Context: an optimization exercise on an open-source flow, tuned for small area. The choices shown serve that exercise and are no tape-out recipe. In this exercise RTL edits were held to simulation tests only and were not proved equivalent to the original. Power figures rest on the tool's default switching activity, not on a simulated workload.

File: design.v
`timescale 1ns / 1ps
module pd_fa (input wire a, b, c, output wire s, co);
    assign s  = a ^ b ^ c;
    assign co = (a & b) | (a & c) | (b & c);
endmodule
module pd_ha (input wire a, b, output wire s, co);
    assign s  = a ^ b;
    assign co = a & b;
endmodule
module pd_maj3 (input wire a, b, c, output wire y);
    assign y = (a & b) | (a & c) | (b & c);
endmodule
module pd_nor2 (input wire a, b, output wire y);
    assign y = ~(a | b);
endmodule
module pd_and2 (input wire a, b, output wire y);
    assign y = a & b;
endmodule
module pd_aoi222 (input wire a1, a2, b1, b2, c1, c2, output wire y);
    assign y = ~(a1 & a2 | b1 & b2 | c1 & c2);
endmodule
module pd_nand2 (input wire a, b, output wire y);
    assign y = ~(a & b);
endmodule
module pd_nand11 (input wire [10:0] a, output wire y);
    assign y = ~&a;
endmodule
module pd_nand12 (input wire [11:0] a, output wire y);
    assign y = ~&a;
endmodule
module pd_predec (
    input  wire [4:0] a,
    output wire [3:0] lo,
    output wire [7:0] hi
);
    assign lo = 4'b0001 << a[1:0];
    assign hi = 8'b00000001 << a[4:2];
endmodule
module pd_wpredec (
    input  wire [4:0] a,
    input  wire       en,
    input  wire       rst,
    output wire [3:0] nlo,
    output wire [7:0] nhi
);
    assign nlo = ~(((4'b0001 << a[1:0]) & {4{en}}) | {4{rst}});
    assign nhi = ~((8'b00000001 << a[4:2]) | {8{rst}});
endmodule
module pd_rdec32 (
    input  wire [3:0]  lo,
    input  wire [7:0]  hi,
    output wire [31:0] y
);
    genvar g;
    generate
        for (g = 0; g < 32; g = g + 1) begin : d
            pd_and2 u (.a(lo[g % 4]), .b(hi[g / 4]), .y(y[g]));
        end
    endgenerate
endmodule
module pd_dec32 (
    input  wire [3:0]  nlo,
    input  wire [7:0]  nhi,
    output wire [31:0] y
);
    genvar g;
    generate
        for (g = 0; g < 32; g = g + 1) begin : d
            pd_nor2 u (.a(nlo[g % 4]), .b(nhi[g / 4]), .y(y[g]));
        end
    endgenerate
endmodule
module pd_mux32 #(parameter N = 32) (
    input  wire [31:0] d,
    input  wire [31:0] s,
    output wire        y
);
    wire [11:0] n;
    genvar g;
    generate
        for (g = 0; g < 10; g = g + 1) begin : a
            pd_aoi222 u (.a1(d[3*g]), .a2(s[3*g]), .b1(d[3*g+1]), .b2(s[3*g+1]),
                         .c1(d[3*g+2]), .c2(s[3*g+2]), .y(n[g]));
        end
        pd_nand2 u30 (.a(d[30]), .b(s[30]), .y(n[10]));
        if (N == 32) begin : f32
            pd_nand2 u31 (.a(d[31]), .b(s[31]), .y(n[11]));
            pd_nand12 u_o (.a(n), .y(y));
        end else begin : f31
            pd_nand11 u_o (.a(n[10:0]), .y(y));
        end
    endgenerate
endmodule
module pd_add8 (
    input  wire [7:0] a,
    input  wire [7:0] b,
    output wire [7:0] y
);
    wire [8:1] c;
    pd_ha u0 (.a(a[0]), .b(b[0]), .s(y[0]), .co(c[1]));
    genvar i;
    generate
        for (i = 1; i < 8; i = i + 1) begin : f
            pd_fa u (.a(a[i]), .b(b[i]), .c(c[i]), .s(y[i]), .co(c[i+1]));
        end
    endgenerate
endmodule
module pd_hit (
    input  wire [4:0] w,
    input  wire [7:0] len,
    input  wire [7:0] k,
    output wire       y
);
    wire [7:0] u;
    wire [8:1] d;
    assign u[0] = len[0] ^ k[0];
    assign d[1] = ~len[0] | k[0];
    genvar i;
    generate
        for (i = 1; i < 8; i = i + 1) begin : f
            pd_fa u_fa (.a(~len[i]), .b(k[i]), .c(d[i]), .s(u[i]), .co(d[i+1]));
        end
    endgenerate
    wire [5:1] e;
    assign e[1] = w[0] & u[0];
    generate
        for (i = 1; i < 5; i = i + 1) begin : g
            pd_maj3 u_mj (.a(w[i]), .b(u[i]), .c(e[i]), .y(e[i+1]));
        end
    endgenerate
    assign y = ~d[8] & u[7] & u[6] & u[5] & e[5];
endmodule
module packet_data #(
    parameter data_width = 8,
    parameter depth = 32
)(
    input wire clk,
    input wire rst,
    input wire [data_width-1:0] s_axis_data,
    input wire s_axis_valid,
    output reg s_axis_ready,
    input wire s_axis_last,
    input wire [data_width + data_width - 1 : 0] packet_config,
    output reg [data_width-1 : 0] m_axis_data,
    output reg m_axis_valid,
    input wire m_axis_ready,
    output reg m_axis_last,
    output  full,
    output  empty
);
    wire [7:0] k   = packet_config[15:8];
    wire [7:0] len = packet_config[7:0];
    reg [5:0] wr_ptr;
    reg [4:0] wr_ptr2;      
    reg [5:0] rd_ptr;
    assign full  = wr_ptr[5];
    assign empty = (wr_ptr == 6'd0);
    wire beat = s_axis_valid & s_axis_ready & ~wr_ptr[5];
    wire hit;
    pd_hit u_hit (.w(wr_ptr[4:0]), .len(len), .k(k), .y(hit));
    always @(posedge clk) begin
        s_axis_ready <= ~rst;
    end
    wire [5:0] wr_inc;
    wire [5:1] wc;
    assign wr_inc[0] = ~wr_ptr[0];
    assign wc[1] = wr_ptr[0];
    genvar g, b;
    generate
        for (g = 1; g < 5; g = g + 1) begin : wi
            pd_ha u (.a(wr_ptr[g]), .b(wc[g]), .s(wr_inc[g]), .co(wc[g+1]));
        end
    endgenerate
    assign wr_inc[5] = wc[5];
    always @(posedge clk) begin
        if (rst) begin
            wr_ptr <= 6'd0;
        end else if (s_axis_last) begin
            wr_ptr <= 6'd0;
        end else if (beat) begin
            wr_ptr <= wr_inc;
        end
    end
    always @(posedge clk) begin
        if (!rst && beat) begin
            if (hit) wr_ptr2 <= {wr_ptr2[3:0], ~(wr_ptr2[4] ^ wr_ptr2[2])};
            else     wr_ptr2 <= 5'd0;
        end
    end
    wire [7:0] wdata = rst ? 8'd0 : s_axis_data;
    wire       wlast = ~rst & s_axis_last;
    wire [3:0] wlo1, wlo2;
    wire [7:0] whi1, whi2;
    wire [31:0] we1, we2;
    pd_wpredec u_wp1 (.a(wr_ptr[4:0]), .en(beat),       .rst(rst), .nlo(wlo1), .nhi(whi1));
    pd_wpredec u_wp2 (.a(wr_ptr2),     .en(beat & hit), .rst(rst), .nlo(wlo2), .nhi(whi2));
    pd_dec32   u_we1 (.nlo(wlo1), .nhi(whi1), .y(we1));
    pd_dec32   u_we2 (.nlo(wlo2), .nhi(whi2), .y(we2));
    function [4:0] lfsr_state(input integer n);
        integer j;
        reg [4:0] s;
        begin
            s = 5'd0;
            for (j = 0; j < n; j = j + 1)
                s = {s[3:0], ~(s[4] ^ s[2])};
            lfsr_state = s;
        end
    endfunction
    generate
        for (g = 0; g < 32; g = g + 1) begin : w1
            reg [7:0] mem_1;
            reg       mem_3;
            always @(posedge clk) begin
                if (we1[g]) begin
                    mem_1 <= wdata;
                    mem_3 <= wlast;
                end
            end
        end
        for (g = 0; g < 31; g = g + 1) begin : w2
            localparam [4:0] ST = lfsr_state(g);
            reg [7:0] mem_2;
            always @(posedge clk) begin
                if (we2[ST]) begin
                    mem_2 <= wdata;
                end
            end
        end
    endgenerate
    wire [3:0] rlo;
    wire [7:0] rhi;
    wire [31:0] sel;
    pd_predec u_rp   (.a(rd_ptr[4:0]), .lo(rlo), .hi(rhi));
    pd_rdec32 u_rsel (.lo(rlo), .hi(rhi), .y(sel));
    wire [7:0] rd1, rd2;
    wire       rd3;
    generate
        for (b = 0; b < 8; b = b + 1) begin : r
            wire [31:0] c1;
            wire [30:0] c2;
            for (g = 0; g < 32; g = g + 1) begin : c
                assign c1[g] = w1[g].mem_1[b];
                if (g < 31) begin : c2b
                    assign c2[g] = w2[g].mem_2[b];
                end
            end
            pd_mux32          u_m1 (.d(c1),         .s(sel), .y(rd1[b]));
            pd_mux32 #(.N(31)) u_m2 (.d({1'b0, c2}), .s(sel), .y(rd2[b]));
        end
    endgenerate
    wire [31:0] c3;
    generate
        for (g = 0; g < 32; g = g + 1) begin : c3b
            assign c3[g] = w1[g].mem_3;
        end
    endgenerate
    pd_mux32 u_m3 (.d(c3), .s(sel), .y(rd3));
    wire [7:0] sum;
    pd_add8 u_add (.a(rd1), .b(rd2), .y(sum));
    wire [5:0] rd_inc;
    wire [5:1] rc;
    assign rd_inc[0] = ~rd_ptr[0];
    assign rc[1] = rd_ptr[0];
    generate
        for (g = 1; g < 5; g = g + 1) begin : ri
            pd_ha u (.a(rd_ptr[g]), .b(rc[g]), .s(rd_inc[g]), .co(rc[g+1]));
        end
    endgenerate
    assign rd_inc[5] = rc[5];
    always @(posedge clk) begin
        if (rst) begin
            m_axis_data  <= 8'd0;
            m_axis_valid <= 1'b0;
            m_axis_last  <= 1'b0;
            rd_ptr       <= 6'd0;
        end else if (m_axis_ready && !empty) begin
            if (!rd_ptr[5]) begin
                m_axis_data  <= sum;
                m_axis_valid <= 1'b1;
                m_axis_last  <= rd3;
                rd_ptr       <= (len == {2'b00, rd_inc}) ? 6'd0 : rd_inc;
            end else begin
                m_axis_valid <= 1'b0;
                m_axis_data  <= 8'd0;
            end
        end
    end
endmodule
File: flow/run.sh
#!/bin/bash
# The standard layout (standard.sh), with a smaller clock tree (larger
# sink clusters of clkbuf_8 leaves, no dummy loads) and the smallest buffer
# on the ports.
set -u
export CTS_ARGS="-sink_clustering_enable -repair_clock_nets -dont_use_dummy_load -buf_list {sky130_fd_sc_hd__clkbuf_4 sky130_fd_sc_hd__clkbuf_8} -sink_clustering_buffer sky130_fd_sc_hd__clkbuf_8 -sink_buffer_max_cap_derate 1.0 -sink_clustering_size 18 -sink_clustering_max_diameter 100"
export BUFFER_PORTS_ARGS="-buffer_cell sky130_fd_sc_hd__buf_1"
bash standard.sh > standard.log 2>&1
File: standard.sh
#!/bin/bash
# synth_recipe.tcl (not shown) runs the flow's synth.tcl, then flattens the netlist and writes it again
# the make line also repeats each setting of config.mk as NAME=value (left out here)
make -C /OpenROAD-flow-scripts/flow DESIGN_CONFIG=/design/flow/config.mk WORK_HOME=/design/flow/orfs CLKGATE_MAP_FILE= SYNTH_SCRIPT=/design/flow/synth_recipe.tcl "${@:-finish}"
File: config.mk
export PLATFORM = sky130hd
export DESIGN_NAME = packet_data
export DESIGN_NICKNAME = packet_data
export VERILOG_FILES = /design/flow/design.v
export SDC_FILE = /design/flow/constraint.sdc
export NUM_CORES = 4
export LEC_CHECK = 0
export CAP_MARGIN = 20
export CORE_MARGIN = 2
export CORE_UTILIZATION = 75
export SLEW_MARGIN = 20
export SYNTH_HIERARCHICAL = 1
File: constraint.sdc
create_clock -name core_clock -period 10.0 [get_ports {clk}]
set_input_delay 2.0000 -clock core_clock [delete_from_list [all_inputs] [get_ports {clk}]]
set_output_delay 2.0000 -clock core_clock [all_outputs]
set_load 0.01 [all_outputs]
==> results.txt, run 1 <==
first-pass GRT wire length 72.5 mm; die height 170 um; Hold Slack 0.503 ns; total number of vias 12100; CP endpoint kind flip-flop; Layout area overhead 6.13%; Post-Syn Area 20800 sq um; most common cell after layout, fill and taps aside edfxtp_1; Setup Skew 0.112 ns; Clock transition at path regs 0.10 ns; CP required 10.34 ns; Clk pwr share 24.2%; Clock Path Buffers 3; Post-CTS Setup Inserts 0; I/O Pins 42; Mapped Cells 1108; number of cells upsized or downsized after cts 0; initial core utilization 76.7%; Switching Share 21.1%; Reg power frac 71.1%; pwr/cell area 177 nW/um^2; layout cells sized above 1 7.85%; Setup TNS 0 ns; post-route ant nets 0; most frequent cells in the layout edfxtp_1, a222oi_1, nor2_1; CTS tree yes; CP Max Fanout 8; H-tree levels 2; design internal power 3080 uW; Slew @ Worst Pin 1.19 ns; Critical Path Source packet_config[0]; initial antenna violation count 1; syn avg cell area 18.8 sq um; Syn. warnings 7; final WL 50.3 mm; minimum clock period 6.75 ns; CTS hold repair buffers 0; Rows 60; Mapped Nets 1161; FMAX 148 MHz; RSZ-0062 raised after global routing false; DRT iter0 DRCs 2584; pin count of the biggest net entering global routing 64; VDD IR-drop max 154 uV; critical path arrival 7.09 ns; Total GRT Usage 35.4%; Hold/Removal Path Class reg2reg; Net Switching 821 uW; GRT overflow 0; area of the core 27100 sq um; Die Wd 170 um; Startpoint Class primary input; P_leak 0.00718 uW; vias in the first global route 11500; logic gate share of total power 4.7%; WL/cell 32.0 um; Port Buffers 41; Final Net Count 1253; Root Driver clkbuf_4; Slew headroom 20.6%; reg2reg start rd_ptr[0]$_SDFFE_PP0P_; Final period util 67.5%; WS Path Type in2reg; Die Footprint 29000 sq um; Final Hold Vio Count 0; status no timing/DRC/antenna violations; clk latency of the worst-skew pair 0.74 ns; DR pass1 iterations 15; Final HPWL DP 31.6 mm; clk sinks 564; gpl congestion 0.939; drc violations 0; Max-cap violations 0; detail-routed via count per cell 7.68; max-slew violation count 0; total clock buffers created by CTS 37; final setup vio count 0; Hold Startpoint m_axis_last$_SDFFE_PP0P_
## per-layer routing
layer / part of all wire [%] / routed length (um) / vias to the layer above / track usage, %
met5: 0 / 0 / - / 0
met2: 46 / 23300 / 1115 / 54.0
li1: - / - / 4944 / -
met3: 15 / 7380 / 124 / 6.67
met1: 35 / 17800 / 5881 / 53.3
met4: 3.6 / 1830 / 0 / 11.8
## sequential cells by signal (all words and copies together), names as in the netlist
register / count
w1.mem_1: 256
w2.mem_2: 248
w1.mem_3: 32
m_axis_data: 8
rd_ptr: 6
wr_ptr: 6
wr_ptr2: 5
m_axis_last: 1
m_axis_valid: 1
s_axis_ready: 1
## worst max-delay path: stages
cell and delay, ns:
buf_1 0.13, ha_1 0.17, inv_1 0.05, fa_1 0.38, fa_1 0.40, fa_1 0.41, fa_1 0.41, fa_1 0.40
fa_1 0.41, fa_1 0.49, nand3b_1 0.07, nor2_1 0.38, and2_1 0.28, a31oi_1 0.40, nor2_1 0.70
## power by group through the flow
stage               clock, uW  sequential [uW]  combinational (uW)
floorplan                   0             2810                 100
global placement            0             2820                 174
detailed placement          0             2830                 180
CTS                       941             2770                 180
global route             1010             2780                 194
finish                    942             2770                 183
## stage by stage
stage | worst slack (ns) | cell area, sq um | total power, uW | std cells | utilization, %
floorplan | 3.64 | 20800 | 2910 | 1108 | -
global placement | 2.88 | 21600 | 2990 | 1533 | 79.6
detailed placement | 2.66 | 21600 | 3000 | 1533 | 79.6
CTS | 3.39 | 22000 | 3890 | 1570 | 81.3
global route | 3.07 | 22100 | 3990 | 1571 | 81.4
finish | 3.25 | 22100 | 3900 | 1571 | 81.4
## final timing paths
check                           endpoint  slack [ns]  depth (start not counted)
max             w2[3].mem_2[5]$_DFFE_PP_        3.25                         15
min             m_axis_last$_SDFFE_PP0P_        0.50                          2
max reg2reg  m_axis_data[7]$_SDFFE_PP0P_        3.85                         16
min reg2reg     m_axis_last$_SDFFE_PP0P_        0.50                          2
## layout make-up
type                            instances  area, sq um
Timing Repair Buffer                   63          320
Multi-Input combinational cell        511         3990
Sequential cell                       564        16700
Inverter                               23         86.3
Clock buffer                           37          478
Fill cell                            1390         5050
Tap cell                              372          465
Antenna cell                            1         2.50
==> run 2, diff against run 1 <==
==> flow/run.sh (replaced) <==
#!/bin/bash
# The standard layout (standard.sh), with a smaller clock tree (larger
# sink clusters of clkbuf_8 leaves, no dummy loads) and the smallest buffer
# on the ports.
set -u
export CTS_ARGS="-sink_clustering_enable -repair_clock_nets -dont_use_dummy_load -buf_list {sky130_fd_sc_hd__clkbuf_4 sky130_fd_sc_hd__clkbuf_8} -sink_clustering_buffer sky130_fd_sc_hd__clkbuf_8 -sink_buffer_max_cap_derate 1.0 -sink_clustering_size 20 -sink_clustering_max_diameter 100"
export BUFFER_PORTS_ARGS="-buffer_cell sky130_fd_sc_hd__buf_1"
bash standard.sh > standard.log 2>&1
==> run 2 against run 1 <==
Still clean. Die area unchanged. Combinational power about the same. Synthesized cell count unchanged. Critical endpoint is now w2[3].mem_2[0]$_DFFE_PP_.
==> results.txt, run 2 <==
status no timing/DRC/antenna violations; Total GRT Usage 35.5%; die height 170 um; Clock Path Buffers 3; Max-cap violations 0; WS Path Type in2reg; WHS Path Cells 2; Clk pwr share 23.6%; max reg flops 256; Hold Startpoint m_axis_last$_SDFFE_PP0P_; CP Max Fanout 8; vias in the first global route 11500; Die Footprint 29000 sq um; pin count of the biggest net entering global routing 64; Reg power frac 71.7%; Top Registers w1.mem_1: 256 flops, w2.mem_2: 248 flops, w1.mem_3: 32 flops; area of the core 27100 sq um; RSZ-0062 raised after global routing false; Mapped Cells 1108; most frequent cells in the layout edfxtp_1, a222oi_1, nor2_1; Rows 60; Port Buffers 41; Post-CTS Setup Inserts 0; minimum clock period 6.74 ns; pre-CTS setup slack 2.66 ns; detail-routed via count per cell 7.70; final setup vio count 0; DRT iter0 DRCs 2791; R2R Setup Slk 3.85 ns; I/O Pins 42; Root Driver clkbuf_4; Switching Share 21.1%; first-pass GRT wire length 72.7 mm; layout cells sized above 1 7.62%; initial core utilization 76.7%; GRT overflow 0; CP required 10.34 ns; Worst Hold End m_axis_last$_SDFFE_PP0P_; CTS hold repair buffers 0; Final HPWL DP 31.6 mm; post-route ant nets 0; Final period util 67.4%; Slew @ Worst Pin 1.18 ns; VDD IR-drop max 142 uV; pwr/cell area 176 nW/um^2; number of cells upsized or downsized after cts 0; fill cell count 1398; Slew headroom 20.7%; max-slew violation count 0; CP endpoint kind flip-flop; Mapped Nets 1161; Final Net Count 1250; total clock buffers created by CTS 34; Setup TNS 0 ns; DR pass1 iterations 21; Clock transition at path regs 0.12 ns; Net Switching 816 uW; Final Hold Vio Count 0; critical path arrival 7.08 ns; final WL 50.6 mm; Final WS setup 3.26 ns; WL/cell 32.2 um; FMAX 148 MHz; gpl congestion 0.939; reg2reg start rd_ptr[0]$_SDFFE_PP0P_; worst r2r path cells 16; Setup Skew 0.0779 ns; logic gate share of total power 4.7%; drc violations 0; Layout area overhead 5.97%; syn avg cell area 18.8 sq um; Die Wd 170 um; most common cell after layout, fill and taps aside edfxtp_1; r2r endpoint m_axis_data[7]$_SDFFE_PP0P_; clk sinks 564; initial antenna violation count 1; H-tree levels 2; Syn. warnings 7; CTS tree yes; total number of vias 12100; most flop-heavy register w1.mem_1; P_leak 0.00716 uW; Hold/Removal Path Class reg2reg; design internal power 3050 uW; clk latency of the worst-skew pair 0.71 ns; Post-Syn Area 20800 sq um; Startpoint Class primary input
==> run 2: power groups by stage <==
stage	sequential (uW)	combinational, uW	clock, uW
2_1_floorplan	2810	100	0
6_report	2770	184	912
3_5_place_dp	2830	180	0
4_1_cts	2770	180	908
5_1_grt	2780	194	978
3_3_place_gp	2820	174	0
==> run 2: worst max-delay path: stages <==
cell and delay (ns):
buf_1 0.13, ha_1 0.17, inv_1 0.05, fa_1 0.38, fa_1 0.40, fa_1 0.42, fa_1 0.41, fa_1 0.40
fa_1 0.39, fa_1 0.49, nand3b_1 0.07, nor2_1 0.37, and2_1 0.28, a31oi_1 0.40, nor2_1 0.70
==> run 2: worst max path at each step <==
| stage | start | to |
|---|---|---|
| after floorplan | packet_config[8] | w2[11].mem_2[0]$_DFFE_PP_ |
| after global placement | packet_config[0] | w2[18].mem_2[2]$_DFFE_PP_ |
| after detailed placement | packet_config[0] | w2[6].mem_2[7]$_DFFE_PP_ |
| after CTS | packet_config[0] | w2[19].mem_2[5]$_DFFE_PP_ |
| after global routing | packet_config[0] | w2[19].mem_2[1]$_DFFE_PP_ |
| final | packet_config[0] | w2[3].mem_2[0]$_DFFE_PP_ |
==> run 2: metal layers <==
layer  GRT usage [%]  vias up  wire, um
li1                -     4938         -
met1            53.7     5948     18200
met2            54.1     1095     23500
met3            6.05      118      7050
met4            12.4        0      1830
met5               0        -         0
==> run 2: final cells by class <==
class / count / area (sq um) / share of cell area, %
inverter: 23 / 86.3 / 0.392
clock buffer: 34 / 437 / 1.98
tap: 372 / 465 / 2.11
sequential: 564 / 16700 / 75.9
antenna: 4 / 10.0 / 0.0455
timing repair buffer: 63 / 320 / 1.45
multi-input combinational: 511 / 3990 / 18.1
==> run 2: through the flow <==
stage / utilization [%] / area [sq um] / hold WS [ns] / power (uW) / cells
after floorplan: - / 20800 / 0.482 / 2910 / 1108
after global placement: 79.6 / 21600 / 0.469 / 2990 / 1533
after detailed placement: 79.6 / 21600 / 0.484 / 3000 / 1533
after CTS: 81.2 / 22000 / 0.505 / 3860 / 1567
after global routing: 81.2 / 22000 / 0.524 / 3950 / 1568
final: 81.2 / 22000 / 0.506 / 3870 / 1571

## what the ideal ports hide
Ports are ideal in the flow. The routed layouts listed here were re-timed in OpenROAD. Step 1 assumes that a clkbuf_16 drives the clock port and a buf_2 every other input. Step 2 also shifts input and output timing later by t, the mid clock arrival at the registers, as if the neighbouring blocks saw the same clock. a / b / c = ideal ports / drivers / drivers and shift; a / b = the first two.
| run | shift t [ns] | setup slack, ns | worst setup path at the end | pins driven straight from the clock port |
|---|---|---|---|---|
| run 1 | 0.727 | 3.251 / 3.273 / 2.546 | input to register | 1 |
| run 2 | 0.714 | 3.256 / 3.280 / 2.566 | input to register | 1 |
After both steps setup and hold are still met in every run listed. The setup slack of run 1, which loses most, moves by +0.022 ns with the drivers and by -0.705 ns with both steps.
